What follows belongs to an exercise in optimizing a design on an open flow for small area, a short achievable clock period and few clock cycles; a production flow would make more cautious choices. The RTL was checked by simulation tests, not by an equivalence proof against the original design. No activity file was given, so power comes from the tool's default toggle rates.

==> design.v <==
module mul8rows(input [7:0] a, input [7:0] b, output [15:0] ra, output [15:0] rb);
wire [63:0] pp;
assign pp[0] = a[0] & b[0];
assign pp[1] = a[1] & b[0];
assign pp[2] = a[2] & b[0];
assign pp[3] = a[3] & b[0];
assign pp[4] = a[4] & b[0];
assign pp[5] = a[5] & b[0];
assign pp[6] = a[6] & b[0];
assign pp[7] = a[7] & b[0];
assign pp[8] = a[0] & b[1];
assign pp[9] = a[1] & b[1];
assign pp[10] = a[2] & b[1];
assign pp[11] = a[3] & b[1];
assign pp[12] = a[4] & b[1];
assign pp[13] = a[5] & b[1];
assign pp[14] = a[6] & b[1];
assign pp[15] = a[7] & b[1];
assign pp[16] = a[0] & b[2];
assign pp[17] = a[1] & b[2];
assign pp[18] = a[2] & b[2];
assign pp[19] = a[3] & b[2];
assign pp[20] = a[4] & b[2];
assign pp[21] = a[5] & b[2];
assign pp[22] = a[6] & b[2];
assign pp[23] = a[7] & b[2];
assign pp[24] = a[0] & b[3];
assign pp[25] = a[1] & b[3];
assign pp[26] = a[2] & b[3];
assign pp[27] = a[3] & b[3];
assign pp[28] = a[4] & b[3];
assign pp[29] = a[5] & b[3];
assign pp[30] = a[6] & b[3];
assign pp[31] = a[7] & b[3];
assign pp[32] = a[0] & b[4];
assign pp[33] = a[1] & b[4];
assign pp[34] = a[2] & b[4];
assign pp[35] = a[3] & b[4];
assign pp[36] = a[4] & b[4];
assign pp[37] = a[5] & b[4];
assign pp[38] = a[6] & b[4];
assign pp[39] = a[7] & b[4];
assign pp[40] = a[0] & b[5];
assign pp[41] = a[1] & b[5];
assign pp[42] = a[2] & b[5];
assign pp[43] = a[3] & b[5];
assign pp[44] = a[4] & b[5];
assign pp[45] = a[5] & b[5];
assign pp[46] = a[6] & b[5];
assign pp[47] = a[7] & b[5];
assign pp[48] = a[0] & b[6];
assign pp[49] = a[1] & b[6];
assign pp[50] = a[2] & b[6];
assign pp[51] = a[3] & b[6];
assign pp[52] = a[4] & b[6];
assign pp[53] = a[5] & b[6];
assign pp[54] = a[6] & b[6];
assign pp[55] = a[7] & b[6];
assign pp[56] = a[0] & b[7];
assign pp[57] = a[1] & b[7];
assign pp[58] = a[2] & b[7];
assign pp[59] = a[3] & b[7];
assign pp[60] = a[4] & b[7];
assign pp[61] = a[5] & b[7];
assign pp[62] = a[6] & b[7];
assign pp[63] = a[7] & b[7];
wire t1;
wire t2;
assign t1 = pp[48] ^ pp[41];
assign t2 = pp[48] & pp[41];
wire t3;
wire t4;
assign t3 = pp[56] ^ pp[49] ^ pp[42];
assign t4 = (pp[56] & pp[49]) | (pp[56] & pp[42]) | (pp[49] & pp[42]);
wire t5;
wire t6;
assign t5 = pp[35] ^ pp[28];
assign t6 = pp[35] & pp[28];
wire t7;
wire t8;
assign t7 = pp[57] ^ pp[50] ^ pp[43];
assign t8 = (pp[57] & pp[50]) | (pp[57] & pp[43]) | (pp[50] & pp[43]);
wire t9;
wire t10;
assign t9 = pp[36] ^ pp[29];
assign t10 = pp[36] & pp[29];
wire t11;
wire t12;
assign t11 = pp[58] ^ pp[51] ^ pp[44];
assign t12 = (pp[58] & pp[51]) | (pp[58] & pp[44]) | (pp[51] & pp[44]);
wire t13;
wire t14;
assign t13 = pp[32] ^ pp[25];
assign t14 = pp[32] & pp[25];
wire t15;
wire t16;
assign t15 = pp[40] ^ pp[33] ^ pp[26];
assign t16 = (pp[40] & pp[33]) | (pp[40] & pp[26]) | (pp[33] & pp[26]);
wire t17;
wire t18;
assign t17 = pp[19] ^ pp[12];
assign t18 = pp[19] & pp[12];
wire t19;
wire t20;
assign t19 = pp[34] ^ pp[27] ^ pp[20];
assign t20 = (pp[34] & pp[27]) | (pp[34] & pp[20]) | (pp[27] & pp[20]);
wire t21;
wire t22;
assign t21 = pp[13] ^ pp[6] ^ t1;
assign t22 = (pp[13] & pp[6]) | (pp[13] & t1) | (pp[6] & t1);
wire t23;
wire t24;
assign t23 = pp[21] ^ pp[14] ^ pp[7];
assign t24 = (pp[21] & pp[14]) | (pp[21] & pp[7]) | (pp[14] & pp[7]);
wire t25;
wire t26;
assign t25 = t5 ^ t3 ^ t2;
assign t26 = (t5 & t3) | (t5 & t2) | (t3 & t2);
wire t27;
wire t28;
assign t27 = pp[22] ^ pp[15] ^ t9;
assign t28 = (pp[22] & pp[15]) | (pp[22] & t9) | (pp[15] & t9);
wire t29;
wire t30;
assign t29 = t7 ^ t6 ^ t4;
assign t30 = (t7 & t6) | (t7 & t4) | (t6 & t4);
wire t31;
wire t32;
assign t31 = pp[37] ^ pp[30] ^ pp[23];
assign t32 = (pp[37] & pp[30]) | (pp[37] & pp[23]) | (pp[30] & pp[23]);
wire t33;
wire t34;
assign t33 = t11 ^ t10 ^ t8;
assign t34 = (t11 & t10) | (t11 & t8) | (t10 & t8);
wire t35;
wire t36;
assign t35 = pp[59] ^ pp[52] ^ pp[45];
assign t36 = (pp[59] & pp[52]) | (pp[59] & pp[45]) | (pp[52] & pp[45]);
wire t37;
wire t38;
assign t37 = pp[38] ^ pp[31] ^ t12;
assign t38 = (pp[38] & pp[31]) | (pp[38] & t12) | (pp[31] & t12);
wire t39;
wire t40;
assign t39 = pp[60] ^ pp[53] ^ pp[46];
assign t40 = (pp[60] & pp[53]) | (pp[60] & pp[46]) | (pp[53] & pp[46]);
wire t41;
wire t42;
assign t41 = pp[24] ^ pp[17];
assign t42 = pp[24] & pp[17];
wire t43;
wire t44;
assign t43 = pp[18] ^ pp[11] ^ pp[4];
assign t44 = (pp[18] & pp[11]) | (pp[18] & pp[4]) | (pp[11] & pp[4]);
wire t45;
wire t46;
assign t45 = pp[5] ^ t17 ^ t15;
assign t46 = (pp[5] & t17) | (pp[5] & t15) | (t17 & t15);
wire t47;
wire t48;
assign t47 = t21 ^ t19 ^ t18;
assign t48 = (t21 & t19) | (t21 & t18) | (t19 & t18);
wire t49;
wire t50;
assign t49 = t25 ^ t23 ^ t22;
assign t50 = (t25 & t23) | (t25 & t22) | (t23 & t22);
wire t51;
wire t52;
assign t51 = t29 ^ t27 ^ t26;
assign t52 = (t29 & t27) | (t29 & t26) | (t27 & t26);
wire t53;
wire t54;
assign t53 = t33 ^ t31 ^ t30;
assign t54 = (t33 & t31) | (t33 & t30) | (t31 & t30);
wire t55;
wire t56;
assign t55 = t37 ^ t35 ^ t34;
assign t56 = (t37 & t35) | (t37 & t34) | (t35 & t34);
wire t57;
wire t58;
assign t57 = pp[39] ^ t39 ^ t38;
assign t58 = (pp[39] & t39) | (pp[39] & t38) | (t39 & t38);
wire t59;
wire t60;
assign t59 = pp[61] ^ pp[54] ^ pp[47];
assign t60 = (pp[61] & pp[54]) | (pp[61] & pp[47]) | (pp[54] & pp[47]);
wire t61;
wire t62;
assign t61 = pp[16] ^ pp[9];
assign t62 = pp[16] & pp[9];
wire t63;
wire t64;
assign t63 = pp[10] ^ pp[3] ^ t41;
assign t64 = (pp[10] & pp[3]) | (pp[10] & t41) | (pp[3] & t41);
wire t65;
wire t66;
assign t65 = t13 ^ t43 ^ t42;
assign t66 = (t13 & t43) | (t13 & t42) | (t43 & t42);
wire t67;
wire t68;
assign t67 = t14 ^ t45 ^ t44;
assign t68 = (t14 & t45) | (t14 & t44) | (t45 & t44);
wire t69;
wire t70;
assign t69 = t16 ^ t47 ^ t46;
assign t70 = (t16 & t47) | (t16 & t46) | (t47 & t46);
wire t71;
wire t72;
assign t71 = t20 ^ t49 ^ t48;
assign t72 = (t20 & t49) | (t20 & t48) | (t49 & t48);
wire t73;
wire t74;
assign t73 = t24 ^ t51 ^ t50;
assign t74 = (t24 & t51) | (t24 & t50) | (t51 & t50);
wire t75;
wire t76;
assign t75 = t28 ^ t53 ^ t52;
assign t76 = (t28 & t53) | (t28 & t52) | (t53 & t52);
wire t77;
wire t78;
assign t77 = t32 ^ t55 ^ t54;
assign t78 = (t32 & t55) | (t32 & t54) | (t55 & t54);
wire t79;
wire t80;
assign t79 = t36 ^ t57 ^ t56;
assign t80 = (t36 & t57) | (t36 & t56) | (t57 & t56);
wire t81;
wire t82;
assign t81 = t40 ^ t59 ^ t58;
assign t82 = (t40 & t59) | (t40 & t58) | (t59 & t58);
wire t83;
wire t84;
assign t83 = pp[62] ^ pp[55] ^ t60;
assign t84 = (pp[62] & pp[55]) | (pp[62] & t60) | (pp[55] & t60);
assign ra = {1'b0, t84, t82, t80, t78, t76, t74, t72, t70, t68, t66, t64, t62, t61, pp[1], pp[0]};
assign rb = {1'b0, pp[63], t83, t81, t79, t77, t75, t73, t71, t69, t67, t65, t63, pp[2], pp[8], 1'b0};
endmodule
module Top(CLK, SLOW_CLOCK_STRB, ARST_L, SYS_OUT, OUT_VALID, MEM_ADDR, MEM_WDATA, MEM_WE, MEM_RDATA);
input CLK, SLOW_CLOCK_STRB, ARST_L;
output reg [15:0] SYS_OUT;
output reg OUT_VALID;
output [7:0] MEM_ADDR;
output [15:0] MEM_WDATA;
output MEM_WE;
input [15:0] MEM_RDATA;
wire en = SLOW_CLOCK_STRB;
reg [15:0] r0, r1, r2, r3;
reg [3:0] flags;           
reg [7:0] pcd;             
reg dv;                    
reg [15:0] ir;             
reg iv;                    
reg ldp;                   
reg [1:0] ldx;             
reg rf;                    
reg mc;                    
wire [3:0] op = ir[15:12];
wire [1:0] fx = ir[11:10];
wire [1:0] fy = ir[9:8];
wire [1:0] fd = ir[7:6];
wire [7:0] imm = ir[7:0];
wire ex = iv & ~ldp;
wire is_ldr = (op == 4'h0);
wire is_str = (op == 4'h1);
wire is_mov = (op == 4'h2) & (fx == 2'b00);
wire is_alu = (op >= 4'h4) & (op <= 4'h9);
wire is_br  = (op == 4'hE);
wire is_out = (op == 4'hF);
reg [15:0] a, b;
always @(*) begin
    case (fx)
        2'd0: a = r0;
        2'd1: a = r1;
        2'd2: a = r2;
        default: a = r3;
    endcase
    case (fy)
        2'd0: b = r0;
        2'd1: b = r1;
        2'd2: b = r2;
        default: b = r3;
    endcase
end
wire fN = flags[3], fZ = flags[2], fC = flags[1], fV = flags[0];
reg cond;
always @(*) begin
    case (ir[11:8])
        4'h0: cond = 1'b1;
        4'h1: cond = fZ;
        4'h2: cond = ~fZ;
        4'h3: cond = fC;
        4'h4: cond = ~fC;
        4'h5: cond = fN;
        4'h6: cond = ~fN;
        4'h7: cond = fV;
        4'h8: cond = ~fV;
        4'h9: cond = ~fZ & fC;
        4'hA: cond = fZ | fC;
        4'hB: cond = (fN == fV);
        4'hC: cond = (fN != fV);
        4'hD: cond = (fN == fV) & ~fZ;
        4'hE: cond = (fN != fV) & fZ;
        default: cond = 1'b0;
    endcase
end
wire taken = ex & is_br & cond;
wire memop = ex & (is_ldr | is_str);
wire sub = (op == 4'h5);
wire [15:0] bx = b ^ {16{sub}};
wire [16:0] sum = {1'b0, a} + {1'b0, bx} + {16'b0, sub};
wire zsum = &((a ^ bx) ~^ {a[14:0] | bx[14:0], sub});
wire big = |b[15:4];
wire lsl = (op == 4'h6);
reg [15:0] a_rev, shl;
integer i;
always @(*) for (i = 0; i < 16; i = i + 1) a_rev[i] = a[15 - i];
wire [15:0] sh_in = lsl ? a_rev : a;
wire [15:0] shr = big ? 16'h0000 : (sh_in >> b[3:0]);
always @(*) for (i = 0; i < 16; i = i + 1) shl[i] = shr[15 - i];
wire [15:0] pra, prb;
mul8rows mul(.a(a[7:0]), .b(b[7:0]), .ra(pra), .rb(prb));
wire mulop = (op == 4'h9);
wire cmp_op = lsl | mulop;
wire [8:0] plo = {1'b0, pra[7:0]} + {1'b0, prb[7:0]};
reg [7:0] plo_q;
reg pc8_q;
reg [14:8] pha_q, phb_q;
always @(posedge CLK) begin
    plo_q <= plo[7:0];
    pc8_q <= plo[8];
    pha_q <= pra[14:8];
    phb_q <= prb[14:8];
end
wire [7:0] phi = {1'b0, pha_q} + {1'b0, phb_q} + {7'b0, pc8_q};
wire [15:0] t2 = {phi, plo_q};
wire mc_stall = ex & mulop & ~mc;     
wire [15:0] cres = lsl ? shl : t2;
wire addsub = (op == 4'h4) | sub;
reg [15:0] res;
always @(*) begin
    if (is_mov) res = {8'h00, imm};
    else if (addsub) res = sum[15:0];
    else if (cmp_op) res = cres;
    else res = shr;
end
wire z_flag = addsub ? zsum : cmp_op ? ~|cres : ~|shr;
wire c_flag = (op == 4'h4) ? sum[16] : cmp_op ? ((cres < a) | (cres < b)) : 1'b0;
wire v_flag = ((op == 4'h4) | cmp_op) ? (a[15] ^ b[15] ^ res[15]) : 1'b0;
wire [3:0] new_flags = {res[15], z_flag, c_flag, v_flag};
wire [15:0] wval = res;
wire [1:0] wsel = is_mov ? fy : fd;
wire done = ex & ~mc_stall;
wire wr_ex = done & (is_alu | is_mov);
wire hold = rf | mc_stall;
wire [7:0] pcd1 = pcd + 8'd1;
wire [7:0] fetch_addr = hold ? pcd : pcd1;
assign MEM_ADDR = taken ? imm : memop ? b[7:0] : fetch_addr;
assign MEM_WE = ex & is_str;
assign MEM_WDATA = a;
wire str_hit = ex & is_str & dv & (b[7:0] == pcd);
always @(posedge CLK, negedge ARST_L) begin
    if (!ARST_L) begin
        r0 <= 16'h0; r1 <= 16'h0; r2 <= 16'h0; r3 <= 16'h0;
    end else if (en) begin
        if ((wr_ex && wsel == 2'd0) || (ldp && ldx == 2'd0)) r0 <= ldp ? MEM_RDATA : wval;
        if ((wr_ex && wsel == 2'd1) || (ldp && ldx == 2'd1)) r1 <= ldp ? MEM_RDATA : wval;
        if ((wr_ex && wsel == 2'd2) || (ldp && ldx == 2'd2)) r2 <= ldp ? MEM_RDATA : wval;
        if ((wr_ex && wsel == 2'd3) || (ldp && ldx == 2'd3)) r3 <= ldp ? MEM_RDATA : wval;
    end
end
always @(posedge CLK, negedge ARST_L) begin
    if (!ARST_L) begin
        flags <= 4'h0;
        pcd <= 8'hFF;
        dv <= 1'b0;
        iv <= 1'b0;
        ldp <= 1'b0;
        rf <= 1'b0;
        mc <= 1'b0;
        SYS_OUT <= 16'h0;
    end else if (en) begin
        if (done & is_alu) flags <= new_flags;
        if (!memop) pcd <= MEM_ADDR;
        if (!mc_stall) dv <= ~memop;
        if (!iv || done) iv <= dv & ~taken & ~str_hit;
        mc <= mc_stall;
        ldp <= ex & is_ldr;
        rf <= str_hit;
        if (ex & is_out) SYS_OUT <= (fx == 2'b00) ? b : 16'h0000;
    end
end
always @(posedge CLK) begin
    if (en) begin
        if (!iv || done) ir <= MEM_RDATA;
        if (ex) ldx <= fx;
    end
end
always @(posedge CLK, negedge ARST_L) begin
    if (!ARST_L)
        OUT_VALID <= 1'b0;
    else
        OUT_VALID <= ex & is_out & en;
end
endmodule
==> run.sh <==
#!/bin/bash
# synth_recipe.tcl (not shown) runs the flow's synth.tcl, then flattens the netlist and writes it again
# the make line also repeats each setting of config.mk as NAME=value (left out here)
make -C /OpenROAD-flow-scripts/flow DESIGN_CONFIG=/design/flow/config.mk WORK_HOME=/design/flow/orfs CLKGATE_MAP_FILE= SYNTH_SCRIPT=/design/flow/synth_recipe.tcl finish
==> config.mk <==
export PLATFORM = sky130hd
export DESIGN_NAME = Top
export DESIGN_NICKNAME = Top
export VERILOG_FILES = /design/flow/design.v
export SDC_FILE = /design/flow/constraint.sdc
export NUM_CORES = 4
export LEC_CHECK = 0
export ABC_AREA = 1
export CAP_MARGIN = 20
export CORE_MARGIN = 2
export CORE_UTILIZATION = 40
export CTS_BUF_LIST = sky130_fd_sc_hd__clkbuf_8
export SETUP_SLACK_MARGIN = 5
export SLEW_MARGIN = 20
==> constraint.sdc <==
create_clock -name core_clock -period 10.0 [get_ports {CLK}]
set_input_delay 2.0000 -clock core_clock [delete_from_list [all_inputs] [get_ports {CLK}]]
set_output_delay 2.0000 -clock core_clock [all_outputs]
set_load 0.01 [all_outputs]
==> impl_metrics.toml, run 1 <==
[clock_tree]
cts_tree = "built"
clockRootBuffer = "clkbuf_8"
cts_made_buffers = 17
cts_buffer_depth = 2
htreeDepth = 4
clock_sinks = 139
clk_latency_ns = 0.49
clkTransAtPathRegs_ns = 0.09

[worst_setup_path]
crit_chain = "buf_4, inv_2, nor2_4, buf_4, nand2_1, nand3_1, nand2_1, inv_4, clkdlybuf4s50_1"
crit_type = "flop to output pin"
rrSetupSlack_ns = 5.45
path_max_fanout = 24
arrival_ns = 2.87
slowest_delay_ns = 0.57
cp-start-kind = "flop"
reg2reg_depth = 22
cp-end-kind = "output pin"
slowest_stage = "clkdlybuf4s50_1"
rr_startpoint = "ir[9]"
cp.required_ns = 8.00
r2r-end = "r0[10]"

[global_routing]
overflow = 0
grtUsageTotal_pct = 28.38
grt_pass1_wl_mm = 68.03
first_global_vias = 11520
grt_max_degree = 53
antenna_found_initial = 0

[detailed_routing]
drtIter0Drc = 1313
drcViolationCount = 0
wl_per_cell_microns = 20.77
dr_total_vias = 12280
dr.pass1.iters = 7
totalWireLength_mm = 44.90
ant_nets = 0
drt-vias-per-instance = 5.681

[sta]
max_freq_mhz = 205.4
setup_ws_ns = 5.131
setup_viol = 0
worstMarginPinSlew_ns = 1.028
final_hold_viol_count = 0
max_slew_margin_pct = 31.22
tns_ns = 0
rsz0062_at_grt = "no"
skew_ns = 0.02857
holdWs_ns = 0.4929
finalCriticalPeriod_ns = 4.869
min_period_over_period_pct = 48.69
drv_slew = 0

[synthesis]
ys_async_sr_fraction_pct = 70.50
synth_top_cell_by_area = "dfrtp_1"
syn_inst = 1698
syn_area_sq_mm = 0.01230
yosys.area_share.adder_pct = 14.59
synth_area_leaders = "dfrtp_1 (18%), nand2_1 (11%), ha_1 (8.2%)"
synth-edff-count = 18
yosysUniqueCellTypes = 64
yosysSeqAreaShare_pct = 28.16
yosys.area_share.simple_pct = 30.14
avgSynthCellArea_sq_um = 7.243
synth_top_family_by_area = "simple AND/OR/NAND/NOR gates"
mappedNetlistNets = 1837
ys.flop_type = "dfrtp_1"
synth.area.mux_share_pct = 0
synth-compound-area-share_pct = 13.86
synth_xor_area_share_pct = 3.561
synth_top_area_share_pct = 18.31
yosysWarnings = 1
ys_seq_elements = 139

[finish]
nets = 1892
fillers = 3187
final_common_cell = "nand2_1"
layout_common_cells = "nand2_1 (344), nand3_1 (194), inv_1 (188)"
drive_gt1_share_pct = 11.95
antenna_cells = 0
stdcell_area_sq_mm = 0.01383
syn_to_final_growth_pct = 12.43

[die]
die_h_microns = 179.3
core-area_sq_mm = 0.03043
ios = 61
fp.dieW_microns = 179.3
die-area_sq_mm = 0.03216
initial_core_util_pct = 40.42
rows = 64

[power]
p_per_area_mw_per_mm2 = 345.1
p_leak_nw = 6.582
irDropWorstVdd_uv = 131.1

[placement]
hpwl_mm = 33.54
post-place-ws_ns = 4.624
gp_routability_congestion = 0.9419
port-buffer-count = 60
post_dp_cell_area_sq_mm = 0.01312

[worst_hold_path]
hold_class = "flop to flop"
hold_depth = 2
hold_start = "r3[15]"
holdPathEnd = "r3[15]"

[flow_run]
max_cap_viol_count = 0

[run_status]
status = "finished clean"
[critical path, delay by kind of cell, from the launching register on]
kind                   cells  cell delay (ns)
and+or+nand+nor            4             0.62
buffers and inverters      5             1.43
DFF                        1             0.34
[worst max-delay path by stage]
stage | slack [ns] | endpoint | cells after the start | startpoint
after floorplan | 5.97 | plo_q[7] | 16 | ir[9]
after global placement | 4.67 | MEM_ADDR[2] | 9 | ir[11]
after detailed placement | 4.62 | MEM_ADDR[2] | 10 | ir[8]
after CTS | 4.79 | MEM_ADDR[2] | 13 | ir[9]
after global routing | 4.97 | MEM_ADDR[2] | 13 | ir[9]
final | 5.13 | MEM_WDATA[6] | 9 | ir[10]
[sequential cells by signal, summed over array words and instances, names as in the netlist]
signal / count
r3: 16
r0: 16
ir: 16
r1: 16
mc: 1
dv: 1
SYS_OUT: 16
OUT_VALID: 1
ldx: 2
pha_q: 7
phb_q: 7
plo_q: 8
pc8_q: 1
ldp: 1
iv: 1
r2: 16
pcd: 8
rf: 1
flags: 4
[logic make-up (layout without fill, tap and decap cells)]
family / after synthesis / in the layout
compound gates: 289 / 289
buf+inv: 280 / 346
flops: 139 / 139
fa+ha+maj: 120 / 120
simple gates: 820 / 822
xor+xnor: 50 / 50
[area by class of cell]
class	count	area [sq um]	share of cell area (%)
clock inverters	15	127.6	0.9230
clock buffers	17	234.0	1.692
flip-flops and latches	139	3467	25.07
inverters	208	797.0	5.764
multi-input cells	1281	7750	56.05
well taps	396	495.5	3.583
repair buffers	106	955.9	6.913
[repair_timing]
item                                    CTS  global route
buffers inserted                         23             7
pin swaps                                 4             4
hold buffers                              0             0
hold endpoints to repair                  0             0
endpoints found under the setup margin   23            17
gates cloned                              0             2
resized for setup                        25            21
[power by group]
part,total (mW),internal (mW),switching [mW]
registers,1.03,0.837,0.190
clock network,0.463,0.197,0.266
logic,3.28,1.19,2.09
[cells in the mapped netlist, drive strengths merged (2+ instances only)]
library cell and number:
nand2 379, nand3 208, inv 206, nor2 189
o21ai 104, dfrtp 90, ha 81, a21oi 75
a31oi 52, buf 47, xor2 43, fa 39
clkbuf 25, dfxtp 23, o22ai 19, edfxtp 18
nand4 13, nor3 13, o211ai 13, dfstp 8
xnor2 7, a21boi 6, or2 6, a211oi 5
nand3b 5, nor4 4, o2111ai 3, o21bai 3
a2111oi 2, a22oi 2, clkinv 2
[stage by stage]
stage	utilization [%]	std cells	power, mW
after global placement	43.11	2098	4.176
after global routing	45.44	2162	5.239
final	45.44	2162	4.772
after floorplan	-	1698	3.204
after detailed placement	43.11	2098	4.228
after CTS	45.13	2153	4.735
[per-layer routing]
metal	track usage (%)	share of wire (%)
met5	0	0
met4	8.098	2.8
met3	4.705	8.3
met2	43.81	44
met1	40.93	45
Testbench counts, summed over its fixed seeds: cycles 60,994.
==> run 2: changes to the inputs <==
--- a/config.mk
+++ b/config.mk
@@ -5,10 +5,10 @@
 export SDC_FILE = /design/flow/constraint.sdc
 export NUM_CORES = 4
 export LEC_CHECK = 0
-export ABC_AREA = 1
 export CAP_MARGIN = 20
 export CORE_MARGIN = 2
 export CORE_UTILIZATION = 40
 export CTS_BUF_LIST = sky130_fd_sc_hd__clkbuf_8
+export GPL_TIMING_DRIVEN = 0
 export SETUP_SLACK_MARGIN = 5
 export SLEW_MARGIN = 20
==> impl_metrics.toml, run 2 <==
[run_status]
status = "finished clean"

[sta]
max_slew_margin_pct = 49.76
setup_viol = 0
worstMarginPinSlew_ns = 0.7478
rsz0062_at_grt = "yes"
max_freq_mhz = 202.4
finalCriticalPeriod_ns = 4.941
skew_ns = 0.02532
drv_slew = 0
tns_ns = 0
final_hold_viol_count = 0
min_period_over_period_pct = 49.41

[finish]
nets = 1550
layout_common_cells = "nand2_1 (164), inv_1 (98), dfrtp_1 (90)"
register_area_sq_mm = 0.003463
syn_to_final_growth_pct = 18.84
final_common_cell = "nand2_1"
instances_no_fill = 1810
drive_gt1_share_pct = 16.71
multi_input_area_sq_mm = 0.007771
fillers = 2760

[power]
p_seq_share_pct = 21.1
p_int_mw = 2.062
fin_total_pwr_mw = 4.125
clkPwrFrac_pct = 12.9
combPwrFrac_pct = 66.0
p_per_area_mw_per_mm2 = 296.3
switching_share_pct = 50.01
p_leak_nw = 6.055
irDropWorstVdd_uv = 121.4
p_switching_mw = 2.063

[clock_tree]
cts_made_buffers = 17
cts_hold_buf = 0
clk_latency_ns = 0.50
clock_sinks = 139
cts_buffer_depth = 2
htreeDepth = 4
cts_tree = "built"
clockRootBuffer = "clkbuf_8"
clkTransAtPathRegs_ns = 0.09

[synthesis]
yosysUniqueCellTypes = 75
synth-edff-count = 18
synth_area_leaders = "dfrtp_1 (19%), ha_1 (8.6%), fa_1 (6.7%)"
synth_top_area_share_pct = 19.22
avgSynthCellArea_sq_um = 9.034
yosysWarnings = 1
ys_async_sr_fraction_pct = 70.50
ys.flop_type = "dfrtp_1"
mappedNetlistNets = 1436
yosysSeqAreaShare_pct = 29.56
ys_seq_elements = 139
syn_inst = 1297
yosysMostFrequentCell = "nand2_1"
synth_top_cell_by_area = "dfrtp_1"
synthTopCellsByCount = "nand2_1 (165), inv_1 (100), dfrtp_1 (90), nor2_1 (90), o21ai_0 (84)"
syn_area_sq_mm = 0.01172

[flow_run]
max_cap_viol_count = 0

[placement]
hpwl_mm = 31.43
gp_routability_congestion = 0.9812
port-buffer-count = 59
dp.cells = 1742

[worst_setup_path]
cp-end-kind = "flop"
cp.required_ns = 10.40
crit_type = "flop to flop"
cp-start-kind = "flop"
reg2reg_depth = 16
arrival_ns = 5.34
path_max_fanout = 9

[detailed_routing]
totalWireLength_mm = 42.49
wl_per_cell_microns = 23.47
ant_nets = 0
drt-vias-per-instance = 5.908
drcViolationCount = 0
dr_total_vias = 10690
drtIter0Drc = 923
dr.pass1.iters = 7

[global_routing]
grt_pass1_wl_mm = 63.80
antenna_found_initial = 0
first_global_vias = 10560
grtUsageTotal_pct = 27.80
grt_max_degree = 54
overflow = 0

[die]
initial_core_util_pct = 40.71
ios = 61
rows = 62
fp.dieW_microns = 175.2
core-area_sq_mm = 0.02878
die_h_microns = 175.2
die-area_sq_mm = 0.03068

[worst_hold_path]
hold_depth = 0
hold_class = "flop to flop"
run 2: changes by cell type after synthesis, sizes merged, moves of 27 or more:
| cell | previous run | this run |
|---|---|---|
| mux4 | 0 | 33 |
| mux2 | 0 | 27 |
| nand2 | 379 | 166 |
| buf | 47 | 20 |
| mux2i | 0 | 32 |
| xnor2 | 7 | 37 |
| clkbuf | 25 | 61 |
| nor2 | 189 | 90 |
| nand3 | 208 | 15 |
| inv | 206 | 100 |
| a31oi | 52 | 13 |
run 2: cell type report:
| cell class | instances | area share, % |
|---|---|---|
| multi-input cells | 974 | 55.81 |
| well taps | 384 | 3.450 |
| diodes | 2 | 0.03594 |
| flip-flops and latches | 139 | 24.87 |
| plain buffers | 81 | 3.540 |
| repair buffers | 95 | 6.398 |
| inverters | 103 | 2.803 |
| clock inverters | 14 | 1.312 |
| clock buffers | 18 | 1.779 |
run 2: final timing paths:
path,from,to,slack [ns]
max,ir[8],flags[1],5.06
min,ir[10],ldx[0],0.46
max reg2reg,ir[8],flags[1],5.06
min reg2reg,ir[10],ldx[0],0.46
max in group asynchronous,ARST_L,SYS_OUT[0],7.91
min in group asynchronous,ARST_L,r3[3],1.45
run 2: kinds of logic (layout without fill, tap and decap cells):
logic type | after synthesis | after routing | synth area share, %
simple gates | 375 | 375 | 14.64
flops | 139 | 139 | 29.56
compound gates | 317 | 317 | 17.28
buf+inv | 184 | 311 | 6.311
mux | 92 | 92 | 11.67
fa+ha+maj | 120 | 120 | 15.31
xor+xnor | 70 | 70 | 5.232
other cells | 0 | 2 | 0
run 2: power by group through the flow:
stage | logic [mW] | registers [mW] | clock network [mW]
2_1_floorplan | 1.66 | 0.839 | 0
3_3_place_gp | 2.44 | 0.866 | 0
3_5_place_dp | 2.47 | 0.873 | 0
4_1_cts | 2.56 | 0.863 | 0.534
5_1_grt | 2.93 | 0.886 | 0.556
6_report | 2.72 | 0.869 | 0.533
run 2: timing repair:
action | CTS | global route
gates cloned | 1 | 2
resized for setup | 94 | 69
setup endpoints to repair | 72 | 29
pin swaps | 5 | 17
buffers inserted | 14 | 17
run 2: worst max-delay path: stages (launching register included):
cell and delay, ns:
edfxtp_1 0.34, buf_6 0.16, mux4_2 0.50, clkbuf_4 0.28
or4_4 0.65, nor4_4 0.42, buf_4 0.19, buf_4 0.09
a32oi_1 0.08, o21ai_1 0.30, ha_1 0.34, a21o_1 0.16
a2111oi_0 0.47, o21ai_1 0.23, a211oi_1 0.34, o21ai_2 0.12
a31oi_1 0.19
run 2: per-stage QoR:
stage          setup slack (ns)  area [sq um]  hold WS [ns]  utilization (%)
3_3_place_gp              3.132         12790        0.4324            44.44
4_1_cts                   4.998         13610        0.4687            47.29
2_1_floorplan             5.374         11720        0.4244                -
3_5_place_dp              3.903         12850        0.4450            44.67
5_1_grt                   4.919         13920        0.5000            48.37
6_report                  5.059         13920        0.4629            48.38
run 2: routing by layer:
metal  routed length [microns]  GRT usage (%)
met4                      1657          10.56
met2                     19840          45.49
met5                         0              0
met3                      3289          5.265
met1                     17690          36.51
==> run 3: changes to the inputs <==
--- a/config.mk
+++ b/config.mk
@@ -9,6 +9,6 @@
 export CORE_MARGIN = 2
 export CORE_UTILIZATION = 40
 export CTS_BUF_LIST = sky130_fd_sc_hd__clkbuf_8
-export GPL_TIMING_DRIVEN = 0
+export PLACE_DENSITY = 0.75
 export SETUP_SLACK_MARGIN = 5
 export SLEW_MARGIN = 20
==> impl_metrics.toml, run 3 <==
[run_status]
status = "finished clean"

[finish]
syn_to_final_growth_pct = 13.32
final_common_cell = "nand2_1"
final_core_util_pct = 46.14
drive_gt1_share_pct = 11.99
layout_common_cells = "nand2_1 (164), inv_1 (98), dfrtp_1 (90)"
nets = 1469

[synthesis]
syn_area_sq_mm = 0.01172
avgSynthCellArea_sq_um = 9.034
synthTopCellsByCount = "nand2_1 (165), inv_1 (100), dfrtp_1 (90), nor2_1 (90), o21ai_0 (84)"
synth-edff-count = 18
synth_top_area_share_pct = 19.22
yosysSeqAreaShare_pct = 29.56
yosysUniqueCellTypes = 75
synth_area_leaders = "dfrtp_1 (19%), ha_1 (8.6%), fa_1 (6.7%)"
mappedNetlistNets = 1436
ys.flop_type = "dfrtp_1"
synth_top_cell_by_area = "dfrtp_1"
yosysWarnings = 1
ys_seq_elements = 139
syn_inst = 1297
yosysMostFrequentCell = "nand2_1"
ys_async_sr_fraction_pct = 70.50

[die]
initial_core_util_pct = 40.71
core-area_sq_mm = 0.02878
die_h_microns = 175.2
rows = 62
die-area_sq_mm = 0.03068
fp.dieW_microns = 175.2
ios = 61

[clock_tree]
cts_hold_buf = 0
cts_buffer_depth = 2
clockRootBuffer = "clkbuf_8"
cts_made_buffers = 17
clkTransAtPathRegs_ns = 0.11
cts_tree = "built"
clk_latency_ns = 0.49
clock_sinks = 139
htreeDepth = 4

[worst_setup_path]
cp-start-kind = "flop"
cp-end-kind = "output pin"
slowest_stage = "clkdlybuf4s50_1"
r2r-end = "flags[1]"
crit_path_start = "ir[8]"
arrival_ns = 3.03
path_max_fanout = 26
slowest_delay_ns = 0.48
cp.required_ns = 8.00
rr_startpoint = "ir[8]"
reg2reg_depth = 18
crit_top_cell = "nor2_1"
crit_type = "flop to output pin"
crit_chain = "buf_12, nor2_1, a22oi_1, a21oi_1, o221ai_1, nor2_1, nor3_1, buf_4, mux2_2, clkdlybuf4s50_1"
worstSetupEndpoint = "MEM_ADDR[0]"
rrSetupSlack_ns = 5.12

[global_routing]
grt_pass1_wl_mm = 61.32
overflow = 0
use_met3_pct = 5.570
antenna_found_initial = 2
met2_usage_pct = 41.27
use_met1_pct = 34.13
grt_max_degree = 65
first_global_vias = 10510
grtUsageTotal_pct = 26.16
top_usage_layer = "met2"

[detailed_routing]
dr_total_vias = 10550
drt-vias-per-instance = 6.103
drcViolationCount = 0
ant_nets = 0
drtIter0Drc = 1021
totalWireLength_mm = 39.80
wl_per_cell_microns = 23.03
dr.pass1.iters = 6

[sta]
skew_ns = 0.02461
final_hold_viol_count = 0
drv_slew = 0
rsz0062_at_grt = "yes"
setup_viol = 0
min_period_over_period_pct = 50.31
max_slew_margin_pct = 29.57
tns_ns = 0
worstMarginPinSlew_ns = 1.054
max_freq_mhz = 198.8
setup_ws_ns = 4.969
finalCriticalPeriod_ns = 5.031
holdWs_ns = 0.5107

[worst_hold_path]
hold_depth = 2
hold_class = "flop to flop"

[power]
p_leak_nw = 5.744
p_per_area_mw_per_mm2 = 297.9
irDropWorstVdd_uv = 106.9
fin_total_pwr_mw = 3.955

[placement]
port-buffer-count = 60
gp_routability_congestion = 0.9992
post-place-ws_ns = 4.334
hpwl_mm = 28.49

[flow_run]
max_cap_viol_count = 0
==> run 3: per-stage QoR <==
stage	cell area, sq um	cells
after floorplan	11720	1297
after global placement	12580	1672
after detailed placement	12580	1672
after CTS	13230	1726
after global routing	13280	1727
final	13280	1728
==> run 3: critical path: cells and delay by family, from the launching register on <==
family | cells | cell delay (ns)
multiplexers | 1 | 0.38
AO/OA/AOI/OAI | 3 | 0.41
AND/OR/NAND/NOR | 3 | 0.35
buffers and inverters | 3 | 0.95
flip-flops | 1 | 0.44
==> run 3: cells by family (layout without fill, tap and decap cells) <==
family | count (synthesis) | after routing | synth area share (%)
flip-flops | 139 | 139 | 29.56
AND/OR/NAND/NOR | 375 | 375 | 14.64
AO/OA/AOI/OAI | 317 | 317 | 17.28
other | 0 | 1 | 0
multiplexers | 92 | 93 | 11.67
XOR/XNOR | 70 | 70 | 5.232
adder cells (fa/ha/maj) | 120 | 120 | 15.31
buffers and inverters | 184 | 229 | 6.311
==> run 3: per-layer routing <==
| metal | part of all wire [%] | wire length, microns |
|---|---|---|
| met4 | 4.9 | 1956 |
| met3 | 9.8 | 3888 |
| met1 | 40 | 15810 |
| met5 | 0.028 | 11 |
| met2 | 46 | 18130 |
==> run 3: what timing repair did <==
item	CTS	global route
pin swaps	1	0
cloned	2	0
gates resized for setup	12	5
endpoints found under the hold margin	0	0
endpoints found under the setup margin	53	13
setup buffers	20	0
==> run 3: worst min path at each step <==
stage	start	end	slack, ns
floorplan	ir[10]	ldx[0]	0.42
global placement	r0[8]	r0[8]	0.48
detailed placement	r1[2]	r1[2]	0.49
CTS	r1[2]	r1[2]	0.51
global route	SYS_OUT[1]	SYS_OUT[1]	0.53
finish	r1[2]	r1[2]	0.51
==> run 3: cell type report <==
| class | count | area (sq um) |
|---|---|---|
| fillers | 2687 | 15500 |
| multi-input cells | 975 | 7635 |
| flip-flops and latches | 139 | 3463 |
| repair buffers | 93 | 885.9 |
| well taps | 384 | 480.5 |
| inverters | 103 | 394.1 |
| clock buffers | 17 | 234.0 |
| clock inverters | 15 | 177.7 |
| repair inverters | 1 | 5.005 |
| diodes | 1 | 2.502 |
==> run 3: report_power, final <==
| part | internal, mW | total [mW] | switching [mW] |
|---|---|---|---|
| Combinational | 0.993 | 2.54 | 1.55 |
| Clock | 0.212 | 0.512 | 0.300 |
| Sequential | 0.746 | 0.901 | 0.155 |
| Total | 1.95 | 3.96 | 2.01 |
==> run 4: changes to the inputs <==
--- a/config.mk
+++ b/config.mk
@@ -8,7 +8,5 @@
 export CAP_MARGIN = 20
 export CORE_MARGIN = 2
 export CORE_UTILIZATION = 40
-export CTS_BUF_LIST = sky130_fd_sc_hd__clkbuf_8
-export PLACE_DENSITY = 0.75
-export SETUP_SLACK_MARGIN = 5
+export SETUP_SLACK_MARGIN = 4.6
 export SLEW_MARGIN = 20
==> impl_metrics.toml, run 4 <==
[run_status]
status = "finished clean"

[synthesis]
synth_top_area_share_pct = 19.22
ys_seq_elements = 139
yosysWarnings = 1
avgSynthCellArea_sq_um = 9.034
yosysMostFrequentCell = "nand2_1"
syn_inst = 1297
yosysUniqueCellTypes = 75
ys_async_sr_fraction_pct = 70.50
syn_area_sq_mm = 0.01172
synthTopCellsByCount = "nand2_1 (165), inv_1 (100), dfrtp_1 (90), nor2_1 (90), o21ai_0 (84)"
mappedNetlistNets = 1436
ys.flop_type = "dfrtp_1"
synth_area_leaders = "dfrtp_1 (19%), ha_1 (8.6%), fa_1 (6.7%)"
synth-edff-count = 18
yosysSeqAreaShare_pct = 29.56
synth_top_cell_by_area = "dfrtp_1"

[sta]
max_freq_mhz = 194.3
worstMarginPinSlew_ns = 1.085
rsz0062_at_grt = "yes"
drv_slew = 0
min_period_over_period_pct = 51.46
skew_ns = 0.02243
tns_ns = 0
finalCriticalPeriod_ns = 5.146
holdWs_ns = 0.5068
max_slew_margin_pct = 27.40
final_hold_viol_count = 0
setup_viol = 0

[detailed_routing]
wl_per_cell_microns = 22.61
dr_total_vias = 10190
dr.pass1.iters = 5
drcViolationCount = 0
drt-vias-per-instance = 5.915
drtIter0Drc = 1038
ant_nets = 0
totalWireLength_mm = 38.95

[flow_run]
max_cap_viol_count = 0

[die]
fp.dieW_microns = 175.2
initial_core_util_pct = 40.71
rows = 62
die_h_microns = 175.2
die-area_sq_mm = 0.03068
core-area_sq_mm = 0.02878
ios = 61

[worst_setup_path]
cp-start-kind = "flop"
crit_chain = "nand3_2, nor3_2, nor2_2, and3_1, nand4_1, xnor2_1, mux2i_1, o21ai_0, clkdlybuf4s50_1"
arrival_ns = 3.15
path_buf_inv = 1
cp-end-kind = "output pin"
r2r-end = "plo_q[7]"
slowest_stage = "edfxtp_1"
rrSetupSlack_ns = 4.92
critPathTopFamily = "simple AND/OR/NAND/NOR gates"
crit_type = "flop to output pin"
slowest_delay_ns = 0.67
cp.required_ns = 8.00
path_max_fanout = 10
rr_startpoint = "ir[11]"
reg2reg_depth = 11

[global_routing]
first_global_vias = 10020
grtUsageTotal_pct = 25.60
grt_pass1_wl_mm = 59.36
grt_max_degree = 66
antenna_found_initial = 0
overflow = 0

[clock_tree]
cts_made_buffers = 17
clkTransAtPathRegs_ns = 0.07
clockRootBuffer = "clkbuf_16"
clock_sinks = 139
cts_buffer_depth = 2
clk_latency_ns = 0.45
htreeDepth = 4
cts_tree = "built"

[finish]
register_area_sq_mm = 0.003463
multi_input_area_sq_mm = 0.007595
drive_gt1_share_pct = 11.58
fillers = 2769
syn_to_final_growth_pct = 14.13
antenna_cells = 0
nets = 1465
layout_common_cells = "nand2_1 (165), inv_1 (99), dfrtp_1 (90)"
final_common_cell = "nand2_1"

[placement]
hpwl_mm = 28.89
port-buffer-count = 60
gp_routability_congestion = 0.9653

[power]
irDropWorstVdd_uv = 130.4
fin_total_pwr_mw = 4.044
p_leak_nw = 5.795
p_per_area_mw_per_mm2 = 302.4

[worst_hold_path]
hold_class = "flop to flop"
hold_start = "r3[12]"
hold_depth = 2
holdPathEnd = "r3[12]"
==> run 4: changes by cell type in the layout (fill, tap and decap cells not counted), sizes merged <==
cell,delta
clkinvlp,-1
buf,-3
mux4,-1
clkinv,+3
inv,-1
bufinv,-1
diode,-1
==> run 4: worst max-delay path by stage <==
stage            from          end  cells past startpoint
2_1_floorplan  ir[10]        pc8_q                     17
4_1_cts        ir[13]  MEM_ADDR[5]                     10
3_3_place_gp    ir[8]     flags[1]                     16
3_5_place_dp    ir[8]     flags[1]                     16
6_report       ir[15]  MEM_ADDR[5]                      9
5_1_grt         ir[8]     flags[1]                     18
==> run 4: final cells by class <==
cell class | count | area share (%)
inverter | 103 | 2.919
timing repair buffer | 90 | 6.241
tap | 384 | 3.593
timing repair inverter | 1 | 0.03743
clock inverter | 15 | 1.338
clock buffer | 17 | 3.181
sequential | 139 | 25.90
multi-input combinational | 974 | 56.79
==> run 4: power breakdown <==
part,switching [mW],leakage (nW),total [mW],internal (mW)
Sequential,0.146,1.64,0.893,0.747
Clock,0.324,0.287,0.662,0.338
Combinational,1.51,3.86,2.49,0.983
Total,1.98,5.79,4.04,2.07
==> run 4: timing repair <==
action                     CTS  global route
pin swaps                    0             1
setup endpoints to repair    9             6
gates resized for setup      3             5
cloned                       1             0
setup buffers                1            15
hold buffers                 0             0
==> run 4: per-stage QoR <==
step,utilization (%),std cells,worst slack (ns),cell area [sq um]
2_1_floorplan,-,1297,5.374,11720
3_3_place_gp,43.74,1673,4.451,12590
3_5_place_dp,43.74,1673,4.312,12590
4_1_cts,45.92,1707,4.668,13220
5_1_grt,46.47,1723,4.540,13370
6_report,46.47,1723,4.854,13370
==> run 4: routing by layer <==
layer	track usage (%)	wire length, microns	share of wire (%)
met1	35.11	16810	43
met2	40.31	17970	46
met3	4.047	2729	7.0
met4	10.63	1443	3.7
met5	0	0	0
==> run 4: worst reg2reg max path: stages (launching register included) <==
cell and delay [ns]:
edfxtp_1 1.01, mux4_2 0.64, clkinv_1 0.45, nor2_1 0.25, fa_1 0.48, fa_1 0.52, inv_1 0.05, fa_1 0.53
inv_1 0.05, fa_1 0.45, ha_1 0.33, xnor2_1 0.23
==> run 4: cells by family (layout without fill, tap and decap cells) <==
family	count (synthesis)	after routing	share of synthesized area (%)
compound gates	317	317	17.28
xor+xnor	70	70	5.232
fa+ha+maj	120	120	15.31
buf+inv	184	226	6.311
flops	139	139	29.56
mux	92	92	11.67
simple gates	375	375	14.64
==> run 5: changes to the inputs <==
==> config.mk (replaced) <==
export PLATFORM = sky130hd
export DESIGN_NAME = Top
export DESIGN_NICKNAME = Top
export VERILOG_FILES = /design/flow/design.v
export SDC_FILE = /design/flow/constraint.sdc
export NUM_CORES = 4
export LEC_CHECK = 0
export CAP_MARGIN = 5
export CORE_MARGIN = 2
export CORE_UTILIZATION = 40
export CTS_BUF_LIST = sky130_fd_sc_hd__clkbuf_8
export SETUP_SLACK_MARGIN = 5
export SLEW_MARGIN = 5
==> impl_metrics.toml, run 5 <==
[global_routing]
grtUsageTotal_pct = 25.75
first_global_vias = 10110
overflow = 0
grt_max_degree = 66
grt_pass1_wl_mm = 59.89
antenna_found_initial = 0

[finish]
fillers = 2803
final_common_cell = "nand2_1"
layout_common_cells = "nand2_1 (164), inv_1 (98), dfrtp_1 (90)"
syn_to_final_growth_pct = 13.10
antenna_cells = 0
drive_gt1_share_pct = 11.88
nets = 1464

[clock_tree]
cts_tree = "built"
clk_latency_ns = 0.48
cts_buffer_depth = 2
clock_sinks = 139
htreeDepth = 4
clkTransAtPathRegs_ns = 0.11
cts_made_buffers = 17
clockRootBuffer = "clkbuf_8"

[synthesis]
syn_inst = 1297
synth-edff-count = 18
synth_top_cell_by_area = "dfrtp_1"
yosysMostFrequentCell = "nand2_1"
yosysWarnings = 1
ys.flop_type = "dfrtp_1"
syn_area_sq_mm = 0.01172
yosysSeqAreaShare_pct = 29.56
ys_async_sr_fraction_pct = 70.50
ys_seq_elements = 139
mappedNetlistNets = 1436
avgSynthCellArea_sq_um = 9.034
yosysUniqueCellTypes = 75
synth_area_leaders = "dfrtp_1 (19%), ha_1 (8.6%), fa_1 (6.7%)"
synthTopCellsByCount = "nand2_1 (165), inv_1 (100), dfrtp_1 (90), nor2_1 (90), o21ai_0 (84)"
synth_top_area_share_pct = 19.22

[sta]
max_freq_mhz = 199.1
rsz0062_at_grt = "yes"
min_period_over_period_pct = 50.22
drv_slew = 0
worstMarginPinSlew_ns = 1.119
max_slew_margin_pct = 24.97
final_hold_viol_count = 0
holdWs_ns = 0.5132
finalCriticalPeriod_ns = 5.022
skew_ns = 0.02443
tns_ns = 0
setup_viol = 0

[worst_setup_path]
path_max_fanout = 26
slowest_delay_ns = 0.48
cp-start-kind = "flop"
cp-end-kind = "output pin"
crit_top_cell = "nor2_1"
slowest_stage = "clkdlybuf4s50_1"
crit_type = "flop to output pin"
arrival_ns = 3.02
crit_chain = "buf_12, nor2_1, a22oi_1, a21oi_1, o221ai_1, nor2_1, nor3_1, buf_4, mux2_2, clkdlybuf4s50_1"
cp.required_ns = 8.00
path_buf_inv = 3
critPathTopFamily = "buffers and inverters"

[detailed_routing]
ant_nets = 0
dr_total_vias = 10260
wl_per_cell_microns = 23.20
drtIter0Drc = 1075
dr.pass1.iters = 5
totalWireLength_mm = 39.94
drt-vias-per-instance = 5.959
drcViolationCount = 0

[die]
fp.dieW_microns = 175.2
core-area_sq_mm = 0.02878
ios = 61
die_h_microns = 175.2
initial_core_util_pct = 40.71
die-area_sq_mm = 0.03068
rows = 62

[worst_hold_path]
hold_class = "flop to flop"

[run_status]
status = "finished clean"

[placement]
gp_routability_congestion = 0.9653
hpwl_mm = 28.89
port-buffer-count = 60

[power]
p_per_area_mw_per_mm2 = 295.4
irDropWorstVdd_uv = 124.3
p_leak_nw = 5.715

[flow_run]
max_cap_viol_count = 0
==> run 5: changes by cell type in the layout (fill, tap and decap cells not counted), moves of 2 or more <==
cell and delta:
nor3_2 -2, or4_4 +2, clkbuf_8 +17, buf_6 +3
buf_4 -5, or4_1 -2, nor3_4 +2, clkbuf_16 -17
==> run 5: metrics by stage <==
stage,setup WS (ns),power (mW),instance area (sq um),instances,utilization [%]
3_3_place_gp,4.451,3.255,12590,1673,43.74
2_1_floorplan,5.374,2.501,11720,1297,-
6_report,4.978,3.915,13250,1722,46.05
4_1_cts,4.983,3.827,13170,1720,45.76
3_5_place_dp,4.312,3.269,12590,1673,43.74
5_1_grt,4.771,4.182,13250,1722,46.05
==> run 5: area by class of cell <==
type	count	area, sq um	share of cell area, %
repair inverters	1	5.005	0.03776
multi-input cells	975	7662	57.82
clock inverters	15	178.9	1.350
clock buffers	17	234.0	1.765
well taps	384	480.5	3.625
flip-flops and latches	139	3463	26.13
inverters	103	394.1	2.974
repair buffers	88	834.6	6.297
==> run 5: path summary, 6_finish.rpt <==
kind	slack, ns	end	cells past startpoint	start
max	4.98	MEM_ADDR[1]	10	ir[8]
min	0.51	r0[11]	2	r0[11]
max reg2reg	5.15	flags[1]	18	ir[8]
min reg2reg	0.51	r0[11]	2	r0[11]
max in group asynchronous	7.30	SYS_OUT[0]	2	ARST_L
min in group asynchronous	1.46	r3[5]	1	ARST_L
==> run 5: cells by family after synthesis <==
kind of cell	after synthesis	share of synthesized area, %
muxes	92	11.67
xor gates and xnor gates	70	5.232
and+or+nand+nor	375	14.64
DFF	139	29.56
AOI/OAI and AO/OA	317	17.28
buffers and inverters	184	6.311
adders and majority gates	120	15.31
==> run 5: power breakdown <==
group / switching [mW] / internal, mW / leakage, nW
sequential: 0.152 / 0.746 / 1.64
combinational: 1.53 / 0.986 / 3.87
clock: 0.308 / 0.191 / 0.200
==> run 5: tightest hold or removal path, cell delays in order, from the launching register on <==
cell and delay [ns]:
dfrtp_1 0.37, nand2_1 0.05, o21ai_0 0.06
==> run 5: repair_timing <==
| action | CTS | global route |
|---|---|---|
| gates resized for setup | 16 | 10 |
| hold buffers | 0 | 0 |
| setup buffers | 14 | 1 |
| cloned | 1 | 1 |
| pin swaps | 1 | 0 |
| hold endpoints to repair | 0 | 0 |
| setup endpoints to repair | 44 | 8 |
==> run 5: routing by layer <==
layer | up-vias | global-route usage [%] | routed length [microns]
li1 | 4647 | - | -
met1 | 5037 | 35.30 | 16960
met2 | 499 | 40.35 | 18250
met3 | 78 | 4.526 | 3353
met4 | 0 | 10.35 | 1375
met5 | - | 0 | 0
==> run 6: changes to the inputs <==
--- a/config.mk
+++ b/config.mk
@@ -7,7 +7,7 @@
 export LEC_CHECK = 0
 export CAP_MARGIN = 5
 export CORE_MARGIN = 2
-export CORE_UTILIZATION = 40
+export CORE_UTILIZATION = 55
 export CTS_BUF_LIST = sky130_fd_sc_hd__clkbuf_8
 export SETUP_SLACK_MARGIN = 5
 export SLEW_MARGIN = 5
==> impl_metrics.toml, run 6 <==
[run_status]
status = "finished clean"

[worst_setup_path]
cp.required_ns = 8.00
path_max_fanout = 16
worstSetupEndpoint = "MEM_ADDR[1]"
crit_type = "flop to output pin"
slowest_stage = "edfxtp_1"
critPathTopFamily = "buffers and inverters"
rrSetupSlack_ns = 5.13
cp-start-kind = "flop"
r2r-end = "r2[15]"
rr_startpoint = "ir[8]"
crit_path_start = "ir[8]"
slowest_delay_ns = 0.50
arrival_ns = 3.06
crit_cells = 9
cp-end-kind = "output pin"
reg2reg_depth = 18
crit_chain = "clkbuf_16, a22oi_1, a21oi_1, o221ai_1, nor2_1, nor3_2, buf_4, mux2_2, clkdlybuf4s50_1"
path_buf_inv = 3

[global_routing]
grt_pass1_wl_mm = 60.84
grtUsageTotal_pct = 36.75
first_global_vias = 10080
overflow = 0
grt_max_degree = 55
antenna_found_initial = 1

[clock_tree]
clkTransAtPathRegs_ns = 0.10
cts_hold_buf = 0
clk_latency_ns = 0.48
cts_made_buffers = 17
clock_sinks = 139
htreeDepth = 4
cts_buffer_depth = 2
cts_tree = "built"
clockRootBuffer = "clkbuf_8"

[die]
initial_core_util_pct = 55.92
die-area_sq_mm = 0.02249
core-area_sq_mm = 0.02096
fp.dieW_microns = 150.0
ios = 61
rows = 53
die_h_microns = 150.0

[placement]
port-buffer-count = 60
gp_routability_congestion = 1.031
hpwl_mm = 27.82
post-place-ws_ns = 4.681

[detailed_routing]
totalWireLength_mm = 39.95
drcViolationCount = 0
dr_total_vias = 10510
dr.pass1.iters = 8
drtIter0Drc = 1130
drt-vias-per-instance = 6.465
wl_per_cell_microns = 24.57
ant_nets = 0

[synthesis]
synth_area_leaders = "dfrtp_1 (19%), ha_1 (8.6%), fa_1 (6.7%)"
synth_top_area_share_pct = 19.22
synth-edff-count = 18
ys_async_sr_fraction_pct = 70.50
mappedNetlistNets = 1436
synth_top_cell_by_area = "dfrtp_1"
avgSynthCellArea_sq_um = 9.034
ys_seq_elements = 139
syn_inst = 1297
yosysSeqAreaShare_pct = 29.56
syn_area_sq_mm = 0.01172
yosysWarnings = 1
synthTopCellsByCount = "nand2_1 (165), inv_1 (100), dfrtp_1 (90), nor2_1 (90), o21ai_0 (84)"
yosysUniqueCellTypes = 75
ys.flop_type = "dfrtp_1"
yosysMostFrequentCell = "nand2_1"

[sta]
max_freq_mhz = 197.6
setup_viol = 0
max_slew_margin_pct = 25.70
min_period_over_period_pct = 50.59
drv_slew = 0
skew_ns = 0.01902
final_hold_viol_count = 0
finalCriticalPeriod_ns = 5.059
worstMarginPinSlew_ns = 1.112
rsz0062_at_grt = "yes"
tns_ns = 0
setup_ws_ns = 4.941

[power]
p_leak_nw = 5.816
switching_share_pct = 50.47
irDropWorstVdd_uv = 173.1
p_int_mw = 1.965
combPwrFrac_pct = 64.3
fin_total_pwr_mw = 3.967
p_per_area_mw_per_mm2 = 298.8
clkPwrFrac_pct = 12.8
p_switching_mw = 2.002
p_seq_share_pct = 22.9

[finish]
drive_gt1_share_pct = 12.68
nets = 1475
syn_to_final_growth_pct = 13.31
fillers = 1821
layout_common_cells = "nand2_1 (164), inv_1 (98), dfrtp_1 (90)"
final_common_cell = "nand2_1"

[worst_hold_path]
hold_class = "flop to flop"

[flow_run]
max_cap_viol_count = 0
-- run 6: cell counts after synthesis --
No cell type changed its count.
-- run 6: metrics by stage --
step	cell area, sq um	std cells	hold WS (ns)	utilization [%]
floorplan	11720	1297	0.4244	-
global placement	12460	1566	0.4748	59.48
detailed placement	12460	1566	0.4881	59.48
CTS	13090	1612	0.5086	62.46
global route	13270	1624	0.5275	63.33
finish	13280	1626	0.5141	63.36
-- run 6: power by group through the flow --
stage	logic, mW	registers, mW	clock network (mW)
global placement	2.35	0.895	0
detailed placement	2.36	0.897	0
floorplan	1.66	0.839	0
global route	2.74	0.929	0.532
CTS	2.42	0.900	0.516
finish	2.55	0.910	0.506
-- run 6: cell families after synthesis --
| kind of cell | share of synthesized area [%] |
|---|---|
| flip-flops | 29.56 |
| buffers and inverters | 6.311 |
| AO/OA/AOI/OAI | 17.28 |
| AND/OR/NAND/NOR | 14.64 |
| multiplexers | 11.67 |
| XOR/XNOR | 5.232 |
| adder cells (fa/ha/maj) | 15.31 |
-- run 6: cell type report --
| class | count | area, sq um | area share (%) |
|---|---|---|---|
| clock inverters | 15 | 193.9 | 1.461 |
| diodes | 2 | 5.005 | 0.03770 |
| repair buffers | 99 | 953.4 | 7.181 |
| inverters | 103 | 394.1 | 2.969 |
| well taps | 275 | 344.1 | 2.592 |
| flip-flops and latches | 139 | 3463 | 26.09 |
| multi-input cells | 976 | 7689 | 57.91 |
| clock buffers | 17 | 234.0 | 1.762 |
-- run 6: worst min-delay path by stage --
| stage | start | endpoint | cells past startpoint | slack (ns) |
|---|---|---|---|---|
| after floorplan | ir[10] | ldx[0] | 0 | 0.42 |
| after global placement | r3[9] | r3[9] | 2 | 0.47 |
| after detailed placement | r3[9] | r3[9] | 2 | 0.49 |
| after CTS | r3[9] | r3[9] | 2 | 0.51 |
| after global routing | SYS_OUT[3] | SYS_OUT[3] | 1 | 0.53 |
| final | r2[12] | r2[12] | 2 | 0.51 |
-- run 6: worst reg2reg max path: stages, from the launching register on --
cell	delay, ns
edfxtp_1	0.50
buf_12	0.21
buf_4	0.16
mux2i_1	0.13
mux2i_2	0.23
buf_12	0.21
inv_1	0.13
buf_4	0.23
xnor2_1	0.25
ha_1	0.33
and2_1	0.18
a211o_1	0.34
a2111oi_2	0.37
nor2_1	0.18
a211o_1	0.30
xor2_1	0.21
nand2_1	0.14
a31oi_1	0.46
mux2_2	0.25
-- run 6: repair_timing --
| action | 4_1_cts | 5_1_grt |
|---|---|---|
| gates resized for setup | 12 | 22 |
| pin swaps | 2 | 0 |
| setup buffers | 12 | 10 |
| gates cloned | 2 | 2 |
| setup endpoints to repair | 14 | 9 |
-- run 6: per-layer routing --
metal,vias to the layer above,routed length (microns),track usage (%)
met5,-,0,0
met4,0,1619,15.57
met3,119,3908,7.652
met2,608,17610,55.25
met1,5101,16810,51.68
li1,4684,-,-
==> run 7: changes to the inputs <==
--- a/config.mk
+++ b/config.mk
@@ -7,7 +7,8 @@
 export LEC_CHECK = 0
 export CAP_MARGIN = 5
 export CORE_MARGIN = 2
-export CORE_UTILIZATION = 55
+export CORE_UTILIZATION = 40
 export CTS_BUF_LIST = sky130_fd_sc_hd__clkbuf_8
 export SETUP_SLACK_MARGIN = 5
 export SLEW_MARGIN = 5
+export SYNTH_HIERARCHICAL = 1
==> impl_metrics.toml, run 7 <==
[clock_tree]
clockRootBuffer = "clkbuf_8"
clkTransAtPathRegs_ns = 0.09
htreeDepth = 4
cts_tree = "built"
cts_made_buffers = 17
clock_sinks = 139
cts_buffer_depth = 2
clk_latency_ns = 0.49

[sta]
max_freq_mhz = 194.5
tns_ns = 0
setup_ws_ns = 4.859
drv_slew = 0
worstMarginPinSlew_ns = 1.191
final_hold_viol_count = 0
setup_viol = 0
min_period_over_period_pct = 51.41
skew_ns = 0.03314
max_slew_margin_pct = 20.29
rsz0062_at_grt = "yes"
finalCriticalPeriod_ns = 5.141

[global_routing]
overflow = 0
antenna_found_initial = 0
grt_pass1_wl_mm = 63.96
grtUsageTotal_pct = 25.62
grt_max_degree = 68
first_global_vias = 10630

[worst_setup_path]
rr_startpoint = "ir[8]"
slowest_stage = "clkdlybuf4s50_1"
critPathTopFamily = "buffers and inverters"
crit_top_cell = "buf_4"
crit_type = "flop to output pin"
cp-end-kind = "output pin"
path_buf_inv = 4
arrival_ns = 3.14
rrSetupSlack_ns = 4.92
path_max_fanout = 10
reg2reg_depth = 18
cp-start-kind = "flop"
r2r-end = "flags[1]"
slowest_delay_ns = 0.48
cp.required_ns = 8.00
crit_chain = "buf_4, buf_4, bufbuf_16, nor3_1, a21oi_1, a311oi_2, or3_4, mux2_2, clkdlybuf4s50_1"

[worst_hold_path]
hold_depth = 2
hold_start = "r2[2]"
hold_class = "flop to flop"
holdPathEnd = "r2[2]"

[detailed_routing]
totalWireLength_mm = 41.90
drt-vias-per-instance = 6.092
dr_total_vias = 10940
wl_per_cell_microns = 23.33
drcViolationCount = 0
ant_nets = 0
dr.pass1.iters = 5
drtIter0Drc = 964

[die]
rows = 65
initial_core_util_pct = 40.30
fp.dieW_microns = 181.6
die_h_microns = 181.6
core-area_sq_mm = 0.03131
die-area_sq_mm = 0.03298
ios = 61

[finish]
layout_common_cells = "nand2_1 (120), inv_1 (108), dfrtp_1 (90)"
drive_gt1_share_pct = 14.56
instances_no_fill = 1796
final_common_cell = "nand2_1"
antenna_cells = 0
syn_to_final_growth_pct = 11.06
fillers = 3020
nets = 1520

[synthesis]
syn_inst = 1365
syn_area_sq_mm = 0.01262
mappedNetlistNets = 1504
yosysWarnings = 7
avgSynthCellArea_sq_um = 9.244

[power]
irDropWorstVdd_uv = 213.8
p_leak_nw = 6.034
p_per_area_mw_per_mm2 = 302.8

[placement]
gp_routability_congestion = 0.9554
dp.cells = 1744
hpwl_mm = 30.01
port-buffer-count = 60
post-place-ws_ns = 4.459

[flow_run]
max_cap_viol_count = 0

[run_status]
status = "finished clean"
run 7: worst reg2reg max path, cell delays in order, from the launching register on:
cell and delay (ns):
edfxtp_1 0.44, buf_4 0.16, buf_4 0.16, mux4_2 0.33, buf_4 0.43, clkinv_1 0.66
nor2_1 0.24, a22oi_1 0.16, a222oi_1 0.62, nor2_1 0.15, a21o_1 0.25, ha_1 0.31
nand4_1 0.14, nor3_1 0.08, a2111oi_1 0.30, o21ai_0 0.20, a21oi_1 0.16, nor3b_1 0.07
a31oi_1 0.17
run 7: layout make-up:
| type | instances | area (sq um) | area share (%) |
|---|---|---|---|
| well taps | 402 | 503.0 | 3.589 |
| multi-input cells | 1020 | 8341 | 59.52 |
| clock buffers | 18 | 247.7 | 1.768 |
| repair buffers | 95 | 920.9 | 6.571 |
| inverters | 108 | 405.4 | 2.893 |
| flip-flops and latches | 139 | 3463 | 24.71 |
| clock inverters | 14 | 132.6 | 0.9464 |
run 7: metal layers:
layer	GRT usage [%]	vias to the layer above	wire length (microns)
met1	34.09	5409	17970
met3	5.315	95	3176
met4	9.886	0	1465
li1	-	4918	-
met5	0	-	0
met2	41.07	520	19290
run 7: how the worst max path moves through the flow:
stage	startpoint	endpoint	slack, ns	depth (start not counted)
after floorplan	ir[8]	MEM_ADDR[0]	5.38	11
after global placement	ir[9]	flags[1]	4.52	16
after detailed placement	ir[9]	flags[1]	4.46	16
after CTS	ir[8]	MEM_ADDR[7]	4.84	10
after global routing	ir[8]	flags[1]	4.68	19
final	ir[8]	MEM_ADDR[4]	4.86	9
run 7: power by group:
part	total [mW]	switching, mW	internal (mW)	leakage [nW]
Combinational	2.86	1.73	1.13	4.23
Clock	0.459	0.250	0.208	0.195
Sequential	0.926	0.154	0.771	1.61
run 7: timing repair:
| action | in CTS | in global routing |
|---|---|---|
| resized for setup | 9 | 20 |
| pin swaps | 0 | 4 |
| endpoints found under the setup margin | 20 | 15 |
| buffers inserted | 10 | 8 |
| cloned | 1 | 1 |
| hold buffers | 0 | 0 |
run 7: metrics by stage:
step                utilization (%)  hold slack (ns)  cell area, sq um  power, mW
floorplan                         -           0.4206             12620      2.921
global route                  44.76           0.5286             14010      4.557
CTS                           44.32           0.5095             13880      4.205
detailed placement            42.60           0.4885             13340      3.714
global placement              42.60           0.4809             13340      3.696
finish                        44.76           0.5030             14010      4.244
==> run 8: changes to the inputs <==
--- a/config.mk
+++ b/config.mk
@@ -11,4 +11,4 @@
 export CTS_BUF_LIST = sky130_fd_sc_hd__clkbuf_8
 export SETUP_SLACK_MARGIN = 5
 export SLEW_MARGIN = 5
-export SYNTH_HIERARCHICAL = 1
+export TNS_END_PERCENT = 30
==> impl_metrics.toml, run 8 <==
[global_routing]
antenna_found_initial = 0
overflow = 0
grt_pass1_wl_mm = 59.89
first_global_vias = 10110
grtUsageTotal_pct = 25.75

[synthesis]
ys_async_sr_fraction_pct = 70.50
avgSynthCellArea_sq_um = 9.034
synth.area.mux_share_pct = 11.67
ys.flop_type = "dfrtp_1"
synthTopCellsByCount = "nand2_1 (165), inv_1 (100), dfrtp_1 (90), nor2_1 (90), o21ai_0 (84)"
syn_inst = 1297
synth-edff-count = 18
yosys.area_share.adder_pct = 15.31
synth_xor_area_share_pct = 5.232
yosysMostFrequentCell = "nand2_1"
yosysSeqAreaShare_pct = 29.56
synth_area_leaders = "dfrtp_1 (19%), ha_1 (8.6%), fa_1 (6.7%)"
synth_top_family_by_area = "compound AO/OA/AOI/OAI gates"
mappedNetlistNets = 1436
yosysUniqueCellTypes = 75
synth_top_cell_by_area = "dfrtp_1"
synth-compound-area-share_pct = 17.28
yosysWarnings = 1

[worst_setup_path]
r2r-end = "flags[1]"
slowest_delay_ns = 0.48
path_buf_inv = 3
critPathTopFamily = "buffers and inverters"
crit_chain = "buf_12, nor2_1, a22oi_1, a21oi_1, o221ai_1, nor2_1, nor3_1, buf_4, mux2_2, clkdlybuf4s50_1"
cp-start-kind = "flop"
path_max_fanout = 26
reg2reg_depth = 19
slowest_stage = "clkdlybuf4s50_1"
rr_startpoint = "ir[8]"

[sta]
setup_viol = 0
max_slew_margin_pct = 23.69
worstMarginPinSlew_ns = 1.138
final_hold_viol_count = 0
max_freq_mhz = 199.3
min_period_over_period_pct = 50.17
skew_ns = 0.02569
drv_slew = 0

[detailed_routing]
drcViolationCount = 0
dr.pass1.iters = 5
drtIter0Drc = 1067
drt-vias-per-instance = 5.980
dr_total_vias = 10300
wl_per_cell_microns = 23.21

[finish]
drive_gt1_share_pct = 11.88
stdcell_area_sq_mm = 0.01325
nets = 1464
multi_input_area_sq_mm = 0.007655
syn_to_final_growth_pct = 13.04

[run_status]
status = "finished clean"

[worst_hold_path]
hold_start = "r3[12]"
hold_class = "flop to flop"
holdPathEnd = "r3[12]"

[placement]
port-buffer-count = 60
hpwl_mm = 28.89
post-place-ws_ns = 4.312
post_dp_cell_area_sq_mm = 0.01259

[die]
core-area_sq_mm = 0.02878
rows = 62
die_h_microns = 175.2

[clock_tree]
clk_latency_ns = 0.48
cts_tree = "built"
clockRootBuffer = "clkbuf_8"
htreeDepth = 4
clock_sinks = 139

[power]
irDropWorstVdd_uv = 123.8
p_leak_nw = 5.714

[flow_run]
max_cap_viol_count = 0
run 8: cell types whose count changed in the layout (fill, tap and decap cells not counted), moves of 10 or more:
cell	previous run	this run
and2_1	58	13
inv_1	108	98
mux2_2	50	27
mux2i_1	18	30
nand2_1	120	164
nor2_1	75	88
o21ai_0	61	83
xor2_1	23	33
run 8: logic make-up (layout without fill, tap and decap cells):
family,count (synthesis),after routing
buffers and inverters,184,224
xor gates and xnor gates,70,70
AOI/OAI and AO/OA,317,317
adders and majority gates,120,120
DFF,139,139
muxes,92,93
and+or+nand+nor,375,375
run 8: layout make-up:
cell class	instances	area share, %
tap	384	3.627
multi-input combinational	975	57.79
clock inverter	15	1.351
timing repair inverter	1	0.03779
timing repair buffer	88	6.301
sequential	139	26.15
clock buffer	17	1.766
inverter	103	2.976
run 8: routing by layer:
layer | GRT usage (%) | vias up | part of all wire (%)
li1 | - | 4650 | -
met1 | 35.30 | 5061 | 42
met2 | 40.35 | 508 | 45
met3 | 4.526 | 78 | 8.9
met4 | 10.35 | 0 | 3.4
met5 | 0 | - | 0
run 8: worst max-delay path by stage:
stage	start	end	cells after the start
finish	ir[8]	MEM_ADDR[1]	10
global route	ir[8]	flags[1]	19
CTS	ir[8]	MEM_ADDR[0]	6
detailed placement	ir[8]	flags[1]	16
global placement	ir[8]	flags[1]	16
floorplan	ir[10]	pc8_q	17
run 8: tightest hold or removal path: stages (launching register included):
cell and delay, ns:
dfrtp_1 0.37, nand2_1 0.05, o21ai_0 0.06
run 8: power by group:
group	total [mW]	internal (mW)	switching, mW
sequential	0.896	0.746	0.151
combinational	2.52	0.986	1.53
clock	0.499	0.191	0.307
run 8: repair_timing:
| item | CTS | global route |
|---|---|---|
| pin swaps | 1 | 0 |
| endpoints found under the setup margin | 44 | 8 |
| hold buffers | 0 | 0 |
| setup buffers | 14 | 1 |
| gates cloned | 1 | 1 |
| gates resized for setup | 16 | 9 |

Setup slack of run 8, layout unchanged: 4.983 ns with ideal ports, 4.940 ns with driving cells assumed (clock clkbuf_16, inputs buf_2), 4.874 ns with port delays also shifted by the 0.510 ns mid clock arrival.
